Source: an optimization exercise on an open RTL-to-GDS flow (aim: small area). Production flows keep margins and buffers that such runs may drop. The RTL was checked by simulation tests, not by an equivalence proof against the original design. No driver is modelled on the clock port, so clock power and skew are understated where the tree is cut down; a real chip needs a root buffer or a tree. Power is estimated from default activity; no workload was simulated.

==> v8: inputs <==
==> flow/design.v <==
module spt(
input clk_100m,
input rst_spt_n,
output reg spt_cpuif_head_err,
output reg spt_cpuif_tail_err,
output reg spt_cpuif_short_pkt,
output reg spt_cpuif_long_pkt,
output reg spt_cpuif_ok_pkt,
output head_rise,
output tail_rise,
input vid_in,
input [15:0]data_in,
output SRAM_WE_A_N,
output [9:0]SRAM_ADDR_A,
output [16:0]SRAM_WDATA_A,
output [9:0]LAST_ADDR);
reg vid_in_d0,vid_in_d1,vid_in_d2,vid_in_d3,vid_in_d4;
always@(posedge clk_100m)
if (!rst_spt_n)begin
vid_in_d0<=1'b0;
vid_in_d1<=1'b0;
vid_in_d2<=1'b0;
vid_in_d3<=1'b0;
vid_in_d4<=1'b0;
end
else begin
vid_in_d0<=vid_in;
vid_in_d1<=vid_in_d0;
vid_in_d2<=vid_in_d1;
vid_in_d3<=vid_in_d2;
vid_in_d4<=vid_in_d3;
end
wire vid_in_posedge=vid_in_d2&~vid_in_d3;
wire vid_in_negedge=~vid_in_d0&vid_in_d1;
wire payload_flag=vid_in_d2&vid_in_d3;
reg [15:0]data_1,data_2,data_3,data_reg;
always@(posedge clk_100m)begin
data_1<=data_in;
data_2<=data_1;
data_3<=data_2;
if(vid_in|vid_in_d0|vid_in_d1|vid_in_d2)
  data_reg<=data_3;
end
reg[1:0]cs,nxst;
parameter [1:0]
INIT=2'b00,
HEAD=2'b01,
LOAD=2'b11,
TAIL=2'b10;
wire init_st=cs==INIT;
wire head_st=cs==HEAD;
wire load_st=cs==LOAD;
wire tail_st=cs==TAIL;
always @(posedge clk_100m)
if(!rst_spt_n)
cs<=INIT;
else
cs<=nxst;
always @(*)
case(cs)
INIT: nxst=vid_in_posedge?HEAD:INIT;
HEAD: nxst=vid_in_d1?LOAD:INIT;
LOAD: nxst=vid_in_d1?LOAD:TAIL;
default: nxst=INIT;
endcase
reg [9:0]data_cnt;
always@(posedge clk_100m)
if(head_st)
data_cnt<=10'h000;
else if(load_st)
data_cnt<=data_cnt+1'b1;
reg [16:0]sum;
wire [15:0]sum_a=data_3&{16{vid_in_d2}};
wire [16:0]sum_b=head_st?17'h0:sum;
always@(posedge clk_100m)
sum<=sum_a+sum_b[15:0]+sum_b[16];
wire tail_ok=(&sum[15:1])&(sum[16]?~sum[0]:(sum[0]&(|data_reg)));
always@(posedge clk_100m)
if(!rst_spt_n)
spt_cpuif_head_err<=1'b0;
else if(tail_st)
spt_cpuif_head_err<=1'b0;
else if(head_st)
spt_cpuif_head_err<=data_reg!=16'h55d5;
always@(posedge clk_100m)
if(!rst_spt_n|head_st)begin
spt_cpuif_tail_err<=1'b0;
spt_cpuif_short_pkt<=1'b0;
spt_cpuif_long_pkt<=1'b0;
spt_cpuif_ok_pkt<=1'b0;
end
else if(tail_st)begin
spt_cpuif_tail_err<=~tail_ok & data_cnt>=20 & data_cnt<=600;
spt_cpuif_short_pkt<=data_cnt<=20&data_cnt>3;
spt_cpuif_long_pkt<=data_cnt>601;
spt_cpuif_ok_pkt<=data_cnt>20 & data_cnt<=601 & tail_ok &~spt_cpuif_head_err;
end
reg head_d1,head_d2,tail_d1,tail_d2;
always@(posedge clk_100m)begin
head_d1<=head_st&~spt_cpuif_head_err;
head_d2<=head_d1;
tail_d1<=tail_st;
tail_d2<=tail_d1;
end
assign head_rise=head_d2;
assign tail_rise=tail_d2;
reg [9:0]last_addr;
reg spt_cs_a_n;
always@(posedge clk_100m)
if(!rst_spt_n)
spt_cs_a_n<=1'b1;
else if(!vid_in_d3&vid_in_d4)
spt_cs_a_n<=1'b1;
else if(vid_in_d3&!vid_in_d4)
spt_cs_a_n<=data_reg!=16'h55d5;
reg [9:0]spt_addr_a;
assign SRAM_WE_A_N=spt_cs_a_n;
assign SRAM_WDATA_A={vid_in_negedge,data_reg[7:0],data_reg[15:8]};
always@(posedge clk_100m)
if (head_st)
spt_addr_a<=spt_cpuif_ok_pkt? spt_addr_a : last_addr;
else if(payload_flag)
spt_addr_a<=spt_addr_a+1'b1;
assign SRAM_ADDR_A=spt_addr_a;
always@(posedge clk_100m)
if(!rst_spt_n)
last_addr<=10'h000;
else if(spt_cpuif_ok_pkt)
last_addr<=spt_addr_a;
assign LAST_ADDR=last_addr;
endmodule
module pkt_stats(
input clk_100m,
input rst_core_n,
input spt_cpuif_head_err,
input spt_cpuif_tail_err,
input spt_cpuif_short_pkt,
input spt_cpuif_long_pkt,
input spt_cpuif_ok_pkt,
input head_rise,
input tail_rise,
input CPU_RD,
input [15:0]CPU_ADDR,
output reg [31:0]CPU_RDATA
);
wire [4:0]pe={spt_cpuif_ok_pkt&tail_rise,
              spt_cpuif_long_pkt&tail_rise,
              spt_cpuif_short_pkt&tail_rise,
              spt_cpuif_tail_err&tail_rise,
              spt_cpuif_head_err&head_rise};
wire clr=CPU_RD|~rst_core_n;
reg [15:0]cnt[0:4];
integer i;
always@(posedge clk_100m)
for(i=0;i<5;i=i+1)
cnt[i]<={{15{~clr}}&(cnt[i][15:1]^cnt_t[i][15:1]),
         rst_core_n&(CPU_RD?pe[i]:cnt[i][0]^cnt_t[i][0])};
reg [15:0]cnt_t[0:4];
integer j,k;
always@(*)
for(j=0;j<5;j=j+1)begin
cnt_t[j][0]=pe[j]&~&cnt[j];
for(k=1;k<16;k=k+1)
cnt_t[j][k]=cnt_t[j][k-1]&cnt[j][k-1];
end
wire base=CPU_ADDR[15:5]==11'h208 && CPU_ADDR[1:0]==2'b00;
wire [4:0]sel;
assign sel[0]=base&CPU_ADDR[4:2]==3'd0;
assign sel[1]=base&CPU_ADDR[4:2]==3'd1;
assign sel[2]=base&CPU_ADDR[4:2]==3'd2;
assign sel[3]=base&CPU_ADDR[4:2]==3'd3;
assign sel[4]=base&CPU_ADDR[4:2]==3'd4;
wire [4:0]ld=sel&{5{CPU_RD&rst_core_n}};
wire hold=~CPU_RD&rst_core_n;
always @(posedge clk_100m)
CPU_RDATA<={16'h0000,
  {16{ld[0]}}&cnt[0] | {16{ld[1]}}&cnt[1] | {16{ld[2]}}&cnt[2] |
  {16{ld[3]}}&cnt[3] | {16{ld[4]}}&cnt[4] | {16{hold}}&CPU_RDATA[15:0]};
endmodule
module pkt_checker(
input clk,
input rst_n,
input vid_in,
input [15:0]data_in,
input cpu_rd,
input [15:0]cpu_addr,
output [31:0]cpu_rdata,
output head_err,
output tail_err,
output short_pkt,
output long_pkt,
output ok_pkt,
output buf_we,
output [9:0]buf_waddr,
output [16:0]buf_wdata,
output [9:0]buf_commit
);
wire sram_we_a_n;
wire head_rise,tail_rise;
spt spt_0(
.clk_100m(clk),
.rst_spt_n(rst_n),
.spt_cpuif_head_err(head_err),
.spt_cpuif_tail_err(tail_err),
.spt_cpuif_short_pkt(short_pkt),
.spt_cpuif_long_pkt(long_pkt),
.spt_cpuif_ok_pkt(ok_pkt),
.head_rise(head_rise),
.tail_rise(tail_rise),
.vid_in(vid_in),
.data_in(data_in),
.SRAM_WE_A_N(sram_we_a_n),
.SRAM_ADDR_A(buf_waddr),
.SRAM_WDATA_A(buf_wdata),
.LAST_ADDR(buf_commit));
assign buf_we=~sram_we_a_n;
pkt_stats pkt_stats_0(
.clk_100m(clk),
.rst_core_n(rst_n),
.spt_cpuif_head_err(head_err),
.spt_cpuif_tail_err(tail_err),
.spt_cpuif_short_pkt(short_pkt),
.spt_cpuif_long_pkt(long_pkt),
.spt_cpuif_ok_pkt(ok_pkt),
.head_rise(head_rise),
.tail_rise(tail_rise),
.CPU_RD(cpu_rd),
.CPU_ADDR(cpu_addr),
.CPU_RDATA(cpu_rdata));
endmodule
==> flow/flow/run.sh <==
#!/bin/bash
# Synthesis: the standard script, but ABC maps for area (flow/abc_area.script
# in place of the speed script) and Yosys's half/full-adder extraction is off,
# so ABC maps the adders and counters too. Registers are unchanged.
# Layout: the standard ORFS flow, with ports buffered by buf_1 and a CTS
# that uses smaller clock buffers and no dummy loads.
set -euo pipefail
W=$PWD
rm -rf "$W/synth_scripts"
cp -r "$FLOW_HOME/scripts" "$W/synth_scripts"
cp "$W/flow/abc_area.script" "$W/synth_scripts/abc_speed.script"
bash standard.sh synth SCRIPTS_DIR="$W/synth_scripts" ADDER_MAP_FILE= > synth.log 2>&1
bash standard.sh finish \
  BUFFER_PORTS_ARGS="-buffer_cell sky130_fd_sc_hd__buf_1" \
  CTS_ARGS="-sink_clustering_enable -repair_clock_nets -dont_use_dummy_load -buf_list sky130_fd_sc_hd__clkbuf_8 -sink_clustering_size 12 -sink_clustering_max_diameter 60" \
  > layout.log 2>&1
==> flow/flow/abc_area.script <==
&get -n
&st
&dch
&nf -R 1000 -E 100
&put
topo
dnsize -c
==> flow/standard.sh <==
#!/bin/bash
# synth_recipe.tcl (not shown) runs the flow's synth.tcl, then flattens the netlist and writes it again
# the make line also repeats each setting of config.mk as NAME=value (left out here)
make -C /OpenROAD-flow-scripts/flow DESIGN_CONFIG=/design/flow/config.mk WORK_HOME=/design/flow/orfs CLKGATE_MAP_FILE= SYNTH_SCRIPT=/design/flow/synth_recipe.tcl "${@:-finish}"
==> flow/config.mk <==
export PLATFORM = sky130hd
export DESIGN_NAME = pkt_checker
export DESIGN_NICKNAME = pkt_checker
export VERILOG_FILES = /design/flow/design.v
export SDC_FILE = /design/flow/constraint.sdc
export NUM_CORES = 4
export LEC_CHECK = 0
export CAP_MARGIN = 20
export CORE_MARGIN = 2
export CORE_UTILIZATION = 40
export SLEW_MARGIN = 20
==> flow/constraint.sdc <==
create_clock -name core_clock -period 4.5 [get_ports {clk}]
set_input_delay 0.9000 -clock core_clock [delete_from_list [all_inputs] [get_ports {clk}]]
set_output_delay 0.9000 -clock core_clock [all_outputs]
set_load 0.01 [all_outputs]
==> v21: changes against v8 <==
--- a/flow/design.v
+++ b/flow/design.v
@@ -69,4 +69,4 @@
 data_cnt<=10'h000;
-else if(load_st)
-data_cnt<=data_cnt+1'b1;
+else
+data_cnt<=data_cnt+load_st;
 reg [16:0]sum;
@@ -121,4 +121,4 @@
 spt_addr_a<=spt_cpuif_ok_pkt? spt_addr_a : last_addr;
-else if(payload_flag)
-spt_addr_a<=spt_addr_a+1'b1;
+else
+spt_addr_a<=spt_addr_a+payload_flag;
 assign SRAM_ADDR_A=spt_addr_a;
--- a/flow/flow/run.sh
+++ b/flow/flow/run.sh
@@ -12,5 +12,5 @@
 bash standard.sh synth SCRIPTS_DIR="$W/synth_scripts" ADDER_MAP_FILE= > synth.log 2>&1
-bash standard.sh finish \
+bash standard.sh finish SKIP_REPAIR_TIE_FANOUT=1 \
   BUFFER_PORTS_ARGS="-buffer_cell sky130_fd_sc_hd__buf_1" \
-  CTS_ARGS="-sink_clustering_enable -repair_clock_nets -dont_use_dummy_load -buf_list sky130_fd_sc_hd__clkbuf_8 -sink_clustering_size 12 -sink_clustering_max_diameter 60" \
+  CTS_ARGS="-sink_clustering_enable -repair_clock_nets -dont_use_dummy_load -buf_list sky130_fd_sc_hd__clkbuf_8 -sink_clustering_size 16 -sink_clustering_max_diameter 70" \
   > layout.log 2>&1
==> v35: changes against v8 <==
--- a/flow/design.v
+++ b/flow/design.v
@@ -69,9 +69,16 @@
 data_cnt<=10'h000;
-else if(load_st)
-data_cnt<=data_cnt+1'b1;
+else
+data_cnt<=data_cnt+load_st;
 reg [16:0]sum;
-wire [15:0]sum_a=data_3&{16{vid_in_d2}};
-wire [16:0]sum_b=head_st?17'h0:sum;
-always@(posedge clk_100m)
-sum<=sum_a+sum_b[15:0]+sum_b[16];
+wire sum_restart=head_st|(load_st&~vid_in_d3);
+wire [15:0]sum_a=data_3;
+wire [16:0]sum_b=sum_restart?17'h0:sum;
+wire [16:0]sum_c;
+assign sum_c[0]=sum_b[16];
+genvar g;
+generate for(g=0;g<16;g=g+1)begin:add
+assign sum_c[g+1]=(sum_a[g]&sum_b[g])|(sum_c[g]&(sum_a[g]^sum_b[g]));
+end endgenerate
+always@(posedge clk_100m)
+sum<={sum_c[16],sum_a^sum_b[15:0]^sum_c[15:0]};
 wire tail_ok=(&sum[15:1])&(sum[16]?~sum[0]:(sum[0]&(|data_reg)));
@@ -121,4 +128,4 @@
 spt_addr_a<=spt_cpuif_ok_pkt? spt_addr_a : last_addr;
-else if(payload_flag)
-spt_addr_a<=spt_addr_a+1'b1;
+else
+spt_addr_a<=spt_addr_a+payload_flag;
 assign SRAM_ADDR_A=spt_addr_a;
==> flow/flow/run.sh (replaced) <==
#!/bin/bash
# Synthesis: the standard script, but ABC maps for area (flow/abc_area.script
# in place of the speed script) and Yosys's half/full-adder extraction is off,
# so ABC maps the adders and counters too. Registers are unchanged.
# Layout: the standard ORFS flow, with ports buffered by buf_1, one tie cell
# for the constant outputs, and the clock tree built by flow/manual_cts.tcl
# (ORFS's CTS step runs it and skips its own tree building).
set -euo pipefail
W=$PWD
rm -rf "$W/synth_scripts"
cp -r "$FLOW_HOME/scripts" "$W/synth_scripts"
cp "$W/flow/abc_area.script" "$W/synth_scripts/abc_speed.script"
bash standard.sh synth SCRIPTS_DIR="$W/synth_scripts" ADDER_MAP_FILE= > synth.log 2>&1
bash standard.sh finish SKIP_REPAIR_TIE_FANOUT=1 \
  BUFFER_PORTS_ARGS="-buffer_cell sky130_fd_sc_hd__buf_1" \
  PRE_CTS_TCL="$W/flow/manual_cts.tcl" \
  > layout.log 2>&1
==> flow/flow/abc_area.script (replaced) <==
&get -n
&st
&dch -f
&nf -R 1000 -E 100 -F 8 -A 8
&put
topo
dnsize -c
==> flow/flow/manual_cts.tcl (new file) <==
# Clock tree built by hand before ORFS's CTS step, which is then skipped:
# the flip-flops are split into balanced clusters by location (k-means with a
# size cap), each cluster gets a clkbuf_8 at its centre, and two root clkbuf_8,
# each at the centre of the leaves on one side, drive them. The clock port
# feeds only the two roots.
set leaf_cell sky130_fd_sc_hd__clkbuf_8
set root_cell sky130_fd_sc_hd__clkbuf_8
set max_fanout [expr {[info exists ::env(MANUAL_CTS_FANOUT)] ? $::env(MANUAL_CTS_FANOUT) : 18}]

set db [ord::get_db]
set block [ord::get_db_block]
set clk_net [[$block findBTerm clk] getNet]

set sinks {}
set xs {}
set ys {}
foreach it [$clk_net getITerms] {
  set inst [$it getInst]
  set bb [$inst getBBox]
  lappend sinks $it
  lappend xs [expr {([$bb xMin] + [$bb xMax]) / 2.0}]
  lappend ys [expr {([$bb yMin] + [$bb yMax]) / 2.0}]
}
set n [llength $sinks]
set k [expr {int(ceil(double($n) / $max_fanout))}]
set cap [expr {int(ceil(double($n) / $k))}]
puts "manual CTS: $n sinks, $k leaf buffers, at most $cap sinks each"

# initial centres: sinks sorted by x, then by y inside each of k slices
set order [lsort -real -indices $xs]
set cx {}
set cy {}
for {set c 0} {$c < $k} {incr c} {
  set i [lindex $order [expr {int(($c + 0.5) * $n / $k)}]]
  lappend cx [lindex $xs $i]
  lappend cy [lindex $ys $i]
}

for {set iter 0} {$iter < 40} {incr iter} {
  # capacity-limited assignment: all (sink, centre) pairs by distance
  set pairs {}
  for {set i 0} {$i < $n} {incr i} {
    set x [lindex $xs $i]
    set y [lindex $ys $i]
    for {set c 0} {$c < $k} {incr c} {
      set d [expr {abs($x - [lindex $cx $c]) + abs($y - [lindex $cy $c])}]
      lappend pairs [list $d $i $c]
    }
  }
  set pairs [lsort -real -index 0 $pairs]
  set assign [lrepeat $n -1]
  set count [lrepeat $k 0]
  set left $n
  foreach p $pairs {
    lassign $p d i c
    if {[lindex $assign $i] >= 0} continue
    if {[lindex $count $c] >= $cap} continue
    lset assign $i $c
    lset count $c [expr {[lindex $count $c] + 1}]
    incr left -1
    if {$left == 0} break
  }
  set sx [lrepeat $k 0.0]
  set sy [lrepeat $k 0.0]
  for {set i 0} {$i < $n} {incr i} {
    set c [lindex $assign $i]
    lset sx $c [expr {[lindex $sx $c] + [lindex $xs $i]}]
    lset sy $c [expr {[lindex $sy $c] + [lindex $ys $i]}]
  }
  for {set c 0} {$c < $k} {incr c} {
    if {[lindex $count $c] > 0} {
      lset cx $c [expr {[lindex $sx $c] / [lindex $count $c]}]
      lset cy $c [expr {[lindex $sy $c] / [lindex $count $c]}]
    }
  }
}

set leaf_master [$db findMaster $leaf_cell]
set root_master [$db findMaster $root_cell]
# two roots, each driving the leaves on one side (split by x)
set nroot 2
set lorder [lsort -real -indices $cx]
set roots {}
for {set r 0} {$r < $nroot} {incr r} {
  set root [odb::dbInst_create $block $root_master clkbuf_root_$r]
  set root_net [odb::dbNet_create $block clknet_root_$r]
  $root_net setSigType CLOCK
  [$root findITerm X] connect $root_net
  [$root findITerm A] connect $clk_net
  lappend roots [list $root $root_net 0.0 0.0 0]
}
for {set j 0} {$j < $k} {incr j} {
  set c [lindex $lorder $j]
  set r [expr {$j * $nroot / $k}]
  lassign [lindex $roots $r] root root_net rx ry rn
  set buf [odb::dbInst_create $block $leaf_master clkbuf_leaf_$c]
  set net [odb::dbNet_create $block clknet_leaf_$c]
  $net setSigType CLOCK
  [$buf findITerm X] connect $net
  [$buf findITerm A] connect $root_net
  $buf setLocation [expr {int([lindex $cx $c])}] [expr {int([lindex $cy $c])}]
  $buf setPlacementStatus PLACED
  lset roots $r [list $root $root_net [expr {$rx + [lindex $cx $c]}] [expr {$ry + [lindex $cy $c]}] [expr {$rn + 1}]]
}
for {set i 0} {$i < $n} {incr i} {
  set it [lindex $sinks $i]
  set net [$block findNet clknet_leaf_[lindex $assign $i]]
  $it disconnect
  $it connect $net
}
foreach rr $roots {
  lassign $rr root root_net rx ry rn
  $root setLocation [expr {int($rx / $rn)}] [expr {int($ry / $rn)}]
  $root setPlacementStatus PLACED
}
$clk_net setSigType CLOCK
global_connect

rename clock_tree_synthesis orfs_clock_tree_synthesis
proc clock_tree_synthesis {args} {
  puts "clock tree built by manual_cts.tcl; clock_tree_synthesis skipped"
}
--- a/flow/config.mk
+++ b/flow/config.mk
@@ -9,3 +9,3 @@
 export CORE_MARGIN = 2
-export CORE_UTILIZATION = 40
+export CORE_UTILIZATION = 60
 export SLEW_MARGIN = 20
==> run notes <==
v35 ran to the end with violations: setup timing. v21 completed without violations. v8 finished with timing, DRC and antenna clean. In v21 the synthesized cell count is higher than in v8, by 0.96%. The highest sequential share of layout area belongs to v21, the lowest to v35. Sequential power is about the same in v8 and v21. In v21 the via count is smaller than in v8, by 1.2%. Between v8 and v35, the lower worst hold slack is in v35 (gap 0.0069 ns). Against v8, the clock power of v21 is lower by about 9%. Against v8, the area after synthesis of v35 is smaller by 3.7%. Against v35, the combinational power of v8 is lower by about 70%.
==> figures <==
Proportion of cell area spent on the clock network: v21 2.708%; v8 3.238%; v35 -
Clock tree from TritonCTS: v21 yes; v8 yes; v35 -
Sequential cell area in the final layout: v21 4644 µm²; v8 4745 µm²; v35 4648 µm²
Outcome: v21 complete, no violations; v8 complete, no violations; v35 failed layout checks
Reasons for failing layout checks: v21 -; v8 -; v35 setup timing
Multi-input combinational cell area: v21 3458 µm²; v8 3497 µm²; v35 3314 µm²
Multi-input gate count: v21 594; v8 599; v35 547
Final sum of negative setup slack: v21 0 ns; v8 0 ns; v35 -2.778 ns
Post-Synthesis Cell Area: v21 8245 µm²; v8 8333 µm²; v35 8024 µm²
Multiplexer share of the synthesized area: v21 1.214%; v8 1.081%; v35 1.294%
Proportion of synthesized chip area in sequential cells: v21 56.33%; v8 56.94%; v35 57.88%
Count of different cell masters after synthesis: v21 48; v8 50; v35 45
Launch point of the worst hold path: v21 spt_0.tail_d1; v8 spt_0.data_2[4]; v35 spt_0.data_2[2]
TritonCTS Sinks: v21 224; v8 224; v35 -
Ratio of final minimum period to clock period: v21 74.10%; v8 76.41%; v35 114.9%
Count of plain and timing-repair buffers: v21 105; v8 105; v35 -
Setup violations, final: v21 0; v8 0; v35 5
Cell area power density: v21 384.1 nW/µm²; v8 387.3 nW/µm²; v35 462.5 nW/µm²
In v35 the design's own scripts or RTL, not TritonCTS, make the clock network.

==> re-timing with driven ports <==
How much do the figures lean on ideal ports? The routed layouts below were timed once more, with nothing changed but the port constraints.
Step 1, drivers: a clkbuf_16 drives clk and a buf_2 each remaining input, both assumed.
Step 2 also shifts input and output timing later by t, the mid clock arrival at the registers, as if the neighbouring blocks saw the same clock.
a / b / c = ideal ports / drivers / drivers and shift; a / b = the first two.
run | shift t [ns] | setup WS [ns] | worst setup path at the end | worst data-port slew with drivers (ns) | cell pins on the clock port's net
v8 | 0.550 | 1.061 / 1.061 / 1.061 | register to register | 0.06 | 1
v21 | 0.534 | 1.166 / 1.166 / 1.166 | register to register | 0.06 | 1
v35 | 0.409 | -0.669 / -0.669 / -0.669 | register to register | 0.04 | 2
